From an optimization exercise on the open Yosys and OpenROAD flow, aimed at small area, a short achievable clock period and few clock cycles; shortcuts taken in it are not production practice. RTL that was checked went through simulation tests only; none was proved equivalent to the original. Power figures rest on the tool's default switching activity, not on a simulated workload.

==> flow/design.v (excerpt) <==
module jlc3_core (
     input  wire        clk_i_w
    ,input  wire        rst_i_w       
    ,input  wire        en_i_w        
    ,output wire        mem_en_o_w
    ,output wire        mem_we_o_w
    ,output wire [15:0] mem_addr_o_w
    ,output wire [15:0] mem_wdat_o_w
    ,input  wire [15:0] mem_rdat_i_w
    ,input  wire        mem_rdy_i_w
);
For scale: ~1500 cells after synthesis, ~54 I/O pins, roughly 12000 um^2 of cells after synthesis.
export LEC_CHECK = 0
export ABC_AREA = 1
export CAP_MARGIN = 20
export CORE_MARGIN = 2
export CORE_UTILIZATION = 55
export PLACE_DENSITY = 0.82
export SETUP_SLACK_MARGIN = 3.9
export SLEW_MARGIN = 20
export TNS_END_PERCENT = 100
create_clock -name core_clock -period 8.0 [get_ports {clk_i_w}]
standard.sh (not shown) runs the stock make flow with config.mk's settings and CLKGATE_MAP_FILE= SYNTH_SCRIPT=/design/flow/synth_recipe.tcl, a recipe that flattens the netlist after the stock synthesis.
==> flow/flow/run.sh <==
#!/bin/bash
set -euo pipefail
bash standard.sh ADDER_MAP_FILE= finish > standard.log 2>&1
The baseline completed without violations.
Testbench counts at the start, summed over its fixed seeds: cycles 25,627.
Next try:
Settings changed: CORE_UTILIZATION 55 to 60, PLACE_DENSITY 0.82 to 0.75.
Effect: The new run completed without violations. Fmax rises by 0.48%. Final cell count falls by 0.68%. Clock-buffer cell count is unchanged. Total power rises by 0.60%. Final area falls by 0.91%. Critical path depth stays the same. Worst setup slack improved by 20 ps. Register-to-register slack got worse by 90 ps. Core utilization rises by 5.1 points. Non-clock buffer count falls by 5. Die area falls by 8.1%.
Next try:
Settings changed: CORE_UTILIZATION 60 to 55, SETUP_SLACK_MARGIN 3.9 to 3.6.
Non-clock buffer count falls by 63.
Clock skew rises by 4.2 ps.
Worst hold slack is about the same.
Worst setup slack got worse by 190 ps.
Via count goes down by 6.4%.
Synthesized area is unchanged.
First-iteration DRC count fell by 34%.
Next try:
Settings changed: CTS_BUF_LIST set to sky130_fd_sc_hd__clkbuf_4 sky130_fd_sc_hd__clkbuf_8.
=>
- The new run finished with timing, DRC and antenna clean
- clock-buffer cell count does not change
- cell count stays flat
- clock skew rises by 9.6 ps
- die area does not change
- first-iteration DRC count rises by 5.3%
- worst setup slack degrades by 31 ps
- global-route usage hardly moves
- cell area falls by 1.5%
Next try:
Settings changed: CTS_BUF_LIST sky130_fd_sc_hd__clkbuf_4 sky130_fd_sc_hd__clkbuf_8 to not set, SETUP_SLACK_MARGIN 3.6 to 4.1.
Result:
- The new run produced a clean layout
- area after synthesis stays the same
- hold slack improved by 15 ps
- wire length grows by 9.4%
Next try:
Settings changed: SETUP_SLACK_MARGIN 4.1 to 3.6, TNS_END_PERCENT 100 to 10.
After rerunning:
- worst setup slack gets worse by 410 ps
- clock power is about the same
- clock-buffer cell count does not change

* * *

Another version of the RTL of jlc3_core (not shown whole).
Size: ~1100 cells after synthesis, ~180 flip-flops, roughly 11000 um2 of cells after synthesis.
clock: 8.0 ns
lec_check: 0
cap_margin: 20
core_margin: 2
core_utilization: 40
place_density: 0.6
setup_slack_margin: 3.5
slew_margin: 20
tns_end_percent: 100
run.sh (not shown) runs the stock make flow with config.mk's settings and CLKGATE_MAP_FILE= SYNTH_SCRIPT=/design/flow/synth_recipe.tcl, a recipe that flattens the netlist after the stock synthesis.
Stock flow here: none of the scripts above is used.
Change:
--- a/flow/config.mk
+++ b/flow/config.mk
@@ -11,3 +11,3 @@
 export PLACE_DENSITY = 0.6
-export SETUP_SLACK_MARGIN = 3.5
+export SETUP_SLACK_MARGIN = 0
 export SLEW_MARGIN = 20
Effect:
- The new run produced a clean layout
- wire length went down by 9.2%
- final area went down by about 14%
- worst setup slack gets worse by 1900 ps
- maximum frequency went down by 28%
- via count went down by about 8%
- utilization went down by 7.5 points
- sequential share of layout area went up by 5.6 points
No functional check of the RTL was part of any run of this note.

* * *

run 1:
jlc3_core, a different RTL version from the one above (not shown whole).
Size in the first run: about 1,500 cells after synthesis, roughly 170 flip-flops, ~54 I/O pins, roughly 11,000 um2 of cells after synthesis.
==> flow/design.v (excerpt) <==
module jlc3_core (
     input  wire        clk_i_w
    ,input  wire        rst_i_w       
    ,input  wire        en_i_w        
    ,output wire        mem_en_o_w
    ,output wire        mem_we_o_w
    ,output wire [15:0] mem_addr_o_w
    ,output wire [15:0] mem_wdat_o_w
    ,input  wire [15:0] mem_rdat_i_w
    ,input  wire        mem_rdy_i_w
);
export LEC_CHECK = 0
export ABC_AREA = 1
export CAP_MARGIN = 20
export CORE_MARGIN = 2
export CORE_UTILIZATION = 75
export PLACE_DENSITY = 0.9
export SETUP_SLACK_MARGIN = 3.6
export SLEW_MARGIN = 20
export TNS_END_PERCENT = 100
create_clock -name core_clock -period 8.0 [get_ports {clk_i_w}]
standard.sh (not shown) runs the stock make flow with config.mk's settings and CLKGATE_MAP_FILE= SYNTH_SCRIPT=/design/flow/synth_recipe.tcl, a recipe that flattens the netlist after the stock synthesis.
Scripts as last shown in full above: flow/flow/run.sh
Run 1 did not make it past global routing (5_1_grt), where a tool error ended it.
Testbench counts of run 1, summed over its fixed seeds: cycles 25,627.
### run 1 -> run 2
- swapping 0.9 for 0.6 in PLACE_DENSITY
- swapping 75 for 40 in CORE_UTILIZATION
==> summary.txt <==
Run 2 reached the final stage; the timing, DRC and antenna checks on its layout passed.
As far as proportion of synthesized chip area in sequential cells goes, run 2 and run 1 are indistinguishable; the numbers are identical.
| share of the synthesized area in compound gates (AO/OA/AOI/OAI) | run 2 vs run 1 | ≈ equal |
HPWL reported at the end of detailed placement (run 2 over run 1): increase, 2900 um
Taking run 1 as the reference, in run 2 cell total after placement moved up, row count moved up, number of setup buffers added after CTS moved up.
The following lists how run 3 was set up differently from run 2:
- PLACE_DENSITY changed from 0.6 to 0.75
- CORE_UTILIZATION changed from 40 to 55
==> summary.txt <==
Run 3 finished every step from synthesis to the final layout, and the layout passed the timing, DRC and antenna checks. Compared to run 2, run 3 shows a wider setup margin. First-pass GRT wire length: run 3 vs run 2 down 1.4%. Compared to run 2, run 3 has final hold slack 10 ps lower.
Input changes introduced in run 4 (baseline for comparison: run 3):
- PLACE_DENSITY: 0.75 -> 0.8
- CORE_UTILIZATION: 55 -> 65
==> summary.txt <==
Flow for run 4 halted at global routing (5_1_grt), error code GRT-0232.
Compared run 4 against run 3; number of nets produced by synthesis within noise.
[compare] base=run 3 new=run 4: post-CTS repair timing setup buffer count went up by 11; HPWL after detailed placement went down; area after detailed placement decreased by 0.87% relative to the old numbers; horizontal extent of the die now smaller.
Comparing run 4 and run 3, initial cell density of the core is lower on run 3.
Any difference in XOR/XNOR share of the synthesized area between run 4 and run 3 is small enough to ignore.
Taking run 4 as 1.0, run 3 lands at 1.11 on total number of placement rows.
Final weighted congestion of routability-driven global placement came out higher on run 4 than on run 3.
Re CTS sink count: no difference whatsoever between run 4 and run 3.

* * *

jlc3_core, a different RTL version from the one above (not shown whole).
Size: about 1500 cells after synthesis, about 54 I/O pins, ~12000 µm² of cells after synthesis.
export LEC_CHECK = 0
export ABC_AREA = 1
export CAP_MARGIN = 20
export CORE_MARGIN = 2
export CORE_UTILIZATION = 40
export PLACE_DENSITY = 0.6
export SETUP_SLACK_MARGIN = 4.8
export SLEW_MARGIN = 20
export TNS_END_PERCENT = 100
create_clock -name core_clock -period 8.0 [get_ports {clk_i_w}]
Scripts as last shown in full above: flow/flow/run.sh
The baseline finished with timing, DRC and antenna clean.
==> next run, changes <==
- SETUP_SLACK_MARGIN: 4.8 -> 3.0
Outcome:
- setup slack gets worse by 0.57 ns
- clock-buffer cell count goes up by 1
- routed wire length went down by roughly a tenth
- worst hold slack gets worse by 0.017 ns
- critical path depth goes up by 1
- synthesized area stays the same
==> next run, changes <==
- SETUP_SLACK_MARGIN: 3.0 -> 2.0
After rerunning:
- The changed run finished with timing, DRC and antenna clean
- routed wire length shrinks by 3.1%
- fmax falls by 14%
- clock-buffer cell count does not change
- worst hold slack is worse by 0.0052 ns
- clock power stays flat
==> next run, changes <==
- SETUP_SLACK_MARGIN: 2.0 -> 3.6
The new run completed with no timing, DRC or antenna violations. Wire length is higher by a little under a tenth. Global-route usage is higher by 1.7 points. Sequential power barely changes. Via count is higher by a little under a tenth. Total power is higher by a little under a tenth. Sequential share of layout area is lower by 4.2 points. Synthesized area does not change.
No run of this note included a check of the RTL's function; only the layout flow was run.

* * *

v16:
The RTL this note starts from:
==> flow/design.v <==
module jlc3_core (
     input  wire        clk_i_w
    ,input  wire        rst_i_w       
    ,input  wire        en_i_w        
    ,output wire        mem_en_o_w
    ,output wire        mem_we_o_w
    ,output wire [15:0] mem_addr_o_w
    ,output wire [15:0] mem_wdat_o_w
    ,input  wire [15:0] mem_rdat_i_w
    ,input  wire        mem_rdy_i_w
);
    reg [15:0] addr_r;    
    reg [15:0] pc_r;      
    reg        dat_r;     
    reg        dld_r;     
    reg        dst_r;     
    reg        dptr_r;    
    reg        dsti_r;    
    reg [2:0]  dreg_r;    
    reg        n_r;       
    reg        z_r;
    reg [15:0] rf_r [0:7];
    reg        clr_r;     
    integer i;
    function [15:0] add16(input [15:0] a, input [15:0] b, input cin);
        reg [15:0] g, p, gg, pp, gn, pn;
        integer l, k;
        begin
            g = a & b;
            p = a ^ b;
            gg = g;
            gg[0] = g[0] | (p[0] & cin);
            pp = p;
            for (l = 1; l < 16; l = l * 2) begin
                gn = gg;
                pn = pp;
                for (k = l; k < 16; k = k + 1) begin
                    gn[k] = gg[k] | (pp[k] & gg[k-l]);
                    pn[k] = pp[k] & pp[k-l];
                end
                gg = gn;
                pp = pn;
            end
            add16 = p ^ {gg[14:0], cin};
        end
    endfunction
    wire adv_w = en_i_w & mem_rdy_i_w;
    wire fet_w = ~dat_r & ~clr_r;
    wire [15:0] ins_w = mem_rdat_i_w;
    wire [3:0]  op_w  = ins_w[15:12];
    wire i_br   = (op_w == 4'b0000);
    wire i_add  = (op_w == 4'b0001);
    wire i_and  = (op_w == 4'b0101);
    wire i_not  = (op_w == 4'b1001);
    wire i_ld   = (op_w == 4'b0010);
    wire i_st   = (op_w == 4'b0011);
    wire i_jsr  = (op_w == 4'b0100);
    wire i_ldr  = (op_w == 4'b0110);
    wire i_str  = (op_w == 4'b0111);
    wire i_ldi  = (op_w == 4'b1010);
    wire i_sti  = (op_w == 4'b1011);
    wire i_jmp  = (op_w == 4'b1100);
    wire i_lea  = (op_w == 4'b1110);
    wire i_trap = (op_w == 4'b1111);
    wire i_nop  = (op_w == 4'b1000) | (op_w == 4'b1101);
    wire br_take_w = (ins_w[11] & n_r) | (ins_w[10] & z_r) | (ins_w[9] & ~n_r & ~z_r);
    wire i_jsri = i_jsr & ins_w[11];
    wire pcrel_w = i_br | i_ld | i_st | i_ldi | i_sti | i_lea | i_jsri;
    wire [2:0] ra_w = ins_w[8:6];
    wire [2:0] rb_w = dat_r ? dreg_r : ins_w[2:0];
    reg  [15:0] rda_w;      
    reg  [15:0] opa_w;      
    reg  [15:0] rdb_w;
    always @(*) begin
        rda_w = 16'b0;
        rdb_w = 16'b0;
        for (i = 0; i < 8; i = i + 1) begin
            rda_w = rda_w | ({16{ra_w == i}} & rf_r[i]);
            rdb_w = rdb_w | ({16{rb_w == i}} & rf_r[i]);
        end
        opa_w = pcrel_w ? addr_r : rda_w;
    end
    wire [15:0] off9_w  = {{7{ins_w[8]}}, ins_w[8:0]};
    wire [15:0] off11_w = {{5{ins_w[10]}}, ins_w[10:0]};
    wire [15:0] off6_w  = {{10{ins_w[5]}}, ins_w[5:0]};
    wire [15:0] imm5_w  = {{11{ins_w[4]}}, ins_w[4:0]};
    wire        isreg_w = (i_add | i_and) & ~ins_w[5];   
    reg  [15:0] opb_w;
    always @(*) begin
        if (isreg_w)
            opb_w = rdb_w;
        else if (i_ldr | i_str)
            opb_w = off6_w;
        else if (i_jsri)
            opb_w = off11_w;
        else if (pcrel_w)
            opb_w = off9_w;
        else
            opb_w = imm5_w;
    end
    wire [15:0] sum_w = add16(opa_w, opb_w, pcrel_w);
    wire [15:0] p_w = opa_w ^ opb_w;
    wire        sumz_w = (p_w[0] == pcrel_w) & (p_w[15:1] == (opa_w[14:0] | opb_w[14:0]));
    wire [15:0] and_w = rda_w & opb_w;
    wire [15:0] pcn_w = add16(addr_r, 16'd0, 1'b1);
    wire f_seq  = i_add | i_and | i_not | i_lea | (i_br & ~br_take_w) | i_nop;
    wire f_sum  = (i_br & br_take_w) | i_jsri | i_ld | i_st | i_ldi | i_sti | i_ldr | i_str;
    wire f_ra   = i_jmp | (i_jsr & ~ins_w[11]);
    wire f_trap = i_trap;
    wire d_pc   = dld_r | dst_r;                
    wire d_rdat = ~dld_r & ~dst_r;              
    wire [15:0] nxt_w = fet_w ? (({16{f_seq}}   & pcn_w)
                               | ({16{f_sum}}   & sum_w)
                               | ({16{f_ra}}    & rda_w)
                               | ({16{f_trap}}  & {8'b0, ins_w[7:0]}))
                              : (({16{d_pc}}    & pc_r)
                               | ({16{d_rdat}}  & mem_rdat_i_w));
    wire wr_sum  = fet_w & (i_add | i_lea);
    wire wr_and  = fet_w & i_and;
    wire wr_not  = fet_w & i_not;
    wire wr_link = fet_w & (i_jsr | i_trap);
    wire wr_mem  = dld_r;
    wire wen_w   = wr_sum | wr_and | wr_not | wr_link | wr_mem;
    wire [2:0]  wa_w = dat_r ? dreg_r : (wr_link ? 3'd7 : ins_w[11:9]);
    wire [15:0] wd_w = ({16{wr_sum}}  & sum_w)
                     | ({16{wr_and}}  & and_w)
                     | ({16{wr_not}}  & ~rda_w)
                     | ({16{wr_link}} & pcn_w)
                     | ({16{wr_mem}}  & mem_rdat_i_w);
    wire        wz_w = (wr_sum  & sumz_w)
                     | (wr_and  & ~|and_w)
                     | (wr_not  & &rda_w)
                     | (wr_link & ~|pcn_w)
                     | (wr_mem  & ~|mem_rdat_i_w);
    always @(posedge clk_i_w) begin
        for (i = 0; i < 8; i = i + 1)
            if (clr_r || (adv_w && wen_w && wa_w == i))
                rf_r[i] <= wd_w;
    end
    always @(posedge clk_i_w or negedge rst_i_w) begin
        if (!rst_i_w) begin
            clr_r <= 1'b1;
            n_r   <= 1'b0;
            z_r   <= 1'b1;
        end else begin
            clr_r <= 1'b0;
            if (adv_w && wen_w) begin
                n_r <= wd_w[15];
                z_r <= wz_w;
            end
        end
    end
    always @(posedge clk_i_w or negedge rst_i_w) begin
        if (!rst_i_w) begin
            addr_r <= 16'b0;
            dat_r  <= 1'b0;
            dld_r  <= 1'b0;
            dst_r  <= 1'b0;
            dptr_r <= 1'b0;
        end else if (adv_w && !clr_r) begin
            addr_r <= nxt_w;
            if (fet_w) begin
                dat_r  <= i_ld | i_ldr | i_st | i_str | i_ldi | i_sti | i_trap;
                dld_r  <= i_ld | i_ldr;
                dst_r  <= i_st | i_str;
                dptr_r <= i_ldi | i_sti;
            end else begin
                dat_r  <= dptr_r;
                dld_r  <= dptr_r & ~dsti_r;
                dst_r  <= dptr_r & dsti_r;
                dptr_r <= 1'b0;
            end
        end
    end
    always @(posedge clk_i_w) begin
        if (adv_w && fet_w) begin
            pc_r   <= pcn_w;
            dreg_r <= ins_w[11:9];
            dsti_r <= op_w[0];
        end
    end
    assign mem_en_o_w   = en_i_w;
    assign mem_we_o_w   = dst_r;
    assign mem_addr_o_w = addr_r;
    assign mem_wdat_o_w = rdb_w;
endmodule
clock: 8.0 ns
lec_check: 0
abc_area: 1
cap_margin: 20
core_margin: 2
core_utilization: 40
place_density: 0.6
setup_slack_margin: 3.6
slew_margin: 20
tns_end_percent: 100
run.sh (not shown) runs the stock make flow with config.mk's settings and CLKGATE_MAP_FILE= SYNTH_SCRIPT=/design/flow/synth_recipe.tcl, a recipe that flattens the netlist after the stock synthesis.
Stock flow here: none of the scripts above is used.
v16 went all the way through the flow, and no timing, DRC or antenna check failed.
Testbench counts of v16, summed over its fixed seeds: cycles 25,627.
Relative to v16, the following input files were edited for v29:
==> flow/flow/run.sh (new file) <==
#!/bin/bash
set -euo pipefail
bash standard.sh ADDER_MAP_FILE= finish > standard.log 2>&1
==> flow/standard.sh (new file) <==
#!/bin/bash
# synth_recipe.tcl (not shown) runs the flow's synth.tcl, then flattens the netlist and writes it again
# the make line also repeats each setting of config.mk as NAME=value (left out here)
make -C /OpenROAD-flow-scripts/flow DESIGN_CONFIG=/design/flow/config.mk WORK_HOME=/design/flow/orfs CLKGATE_MAP_FILE= SYNTH_SCRIPT=/design/flow/synth_recipe.tcl "${@:-finish}"
diff --git a/flow/config.mk b/flow/config.mk
--- a/flow/config.mk
+++ b/flow/config.mk
@@ -12,3 +12,3 @@
 export PLACE_DENSITY = 0.6
-export SETUP_SLACK_MARGIN = 3.6
+export SETUP_SLACK_MARGIN = 4.0
 export SLEW_MARGIN = 20
removed: flow/run.sh
## What came out
- The run showing the greater proportion of cell area occupied by multi-input gates is v29.
- v16 has a higher total internal power than v29.
- Area after synthesis: v29 vs v16 down 1.4%
Setup changes, v29 to v42
diff --git a/flow/config.mk b/flow/config.mk
--- a/flow/config.mk
+++ b/flow/config.mk
@@ -7,8 +7,7 @@
 export LEC_CHECK = 0
-export ABC_AREA = 1
 export CAP_MARGIN = 20
 export CORE_MARGIN = 2
-export CORE_UTILIZATION = 40
-export PLACE_DENSITY = 0.6
-export SETUP_SLACK_MARGIN = 4.0
+export CORE_UTILIZATION = 55
+export PLACE_DENSITY = 0.75
+export SETUP_SLACK_MARGIN = 3.6
 export SLEW_MARGIN = 20
## What came out
Every run (v42 and v29) finished clean.
[v42] design area fell 1.4% relative to v29
Relative to v29, the total internal power measured on v42 has increased by more than 10%.
Taking v29 as the reference, in v42 proportion of layout cells with a drive suffix above 1 shows an increase of 7.0 points; count of final max-slew check failures shows no meaningful change; sum of routed wire length over all layers shows a reduction of 8.2%; total power draw shows an increase of about 8%.

## separate check: timing with driven ports
In the flow no input, the clock included, has a driving cell. The finished layouts below were timed again as built, in two steps.
Step 1 assumes that a clkbuf_16 drives the clock port and a buf_2 every other input.
Step 2 adds t to the input delays and takes it off the output delays; t is the mean of the earliest and latest rising clock arrival at the registers after step 1. Input paths then give back, and output paths get back, about the clock's delay inside the block.
Three values: ideal, step 1, step 2; two values: the first two.
| run | t, ns | setup WS [ns] | slew at the worst register clock pin (ns) |
|---|---|---|---|
| the first run of note 1 | 0.492 | 3.784 / 3.736 / 3.486 | 0.09 / 0.09 |
| the second run of note 1 | 0.505 | 3.804 / 3.753 / 3.424 | 0.08 / 0.08 |
| the third run of note 1 | 0.490 | 3.610 / 3.563 / 3.279 | 0.08 / 0.08 |
| the fourth run of note 1 | 0.532 | 3.579 / 3.531 / 3.194 | 0.12 / 0.12 |
| the fifth run of note 1 | 0.500 | 3.944 / 3.894 / 3.591 | 0.09 / 0.09 |
| the sixth run of note 1 | 0.491 | 3.532 / 3.485 / 3.227 | 0.09 / 0.09 |
| the first run of note 2 | 0.493 | 2.947 / 2.867 / 2.555 | 0.08 / 0.08 |
| the second run of note 2 | 0.489 | 1.005 / 1.003 / 0.514 | 0.08 / 0.08 |
| run 2 | 0.492 | 3.398 / 3.349 / 3.076 | 0.09 / 0.09 |
| run 3 | 0.487 | 3.478 / 3.405 / 3.093 | 0.09 / 0.09 |
| the first run of note 4 | 0.494 | 3.531 / 3.461 / 3.152 | 0.09 / 0.09 |
| the second run of note 4 | 0.499 | 2.956 / 2.926 / 2.516 | 0.08 / 0.08 |
| the third run of note 4 | 0.495 | 2.159 / 2.137 / 1.923 | 0.08 / 0.08 |
| the fourth run of note 4 | 0.494 | 3.513 / 3.444 / 3.234 | 0.09 / 0.09 |
| v16 | 0.497 | 3.480 / 3.418 / 3.008 | 0.08 / 0.08 |
| v29 | 0.497 | 3.499 / 3.434 / 3.299 | 0.08 / 0.08 |
| v42 | 0.495 | 3.254 / 3.164 / 2.753 | 0.09 / 0.09 |
After both steps every run listed still meets setup and hold. The setup slack of v42, which loses most, moves by -0.090 ns with the drivers and by -0.501 ns with both steps.
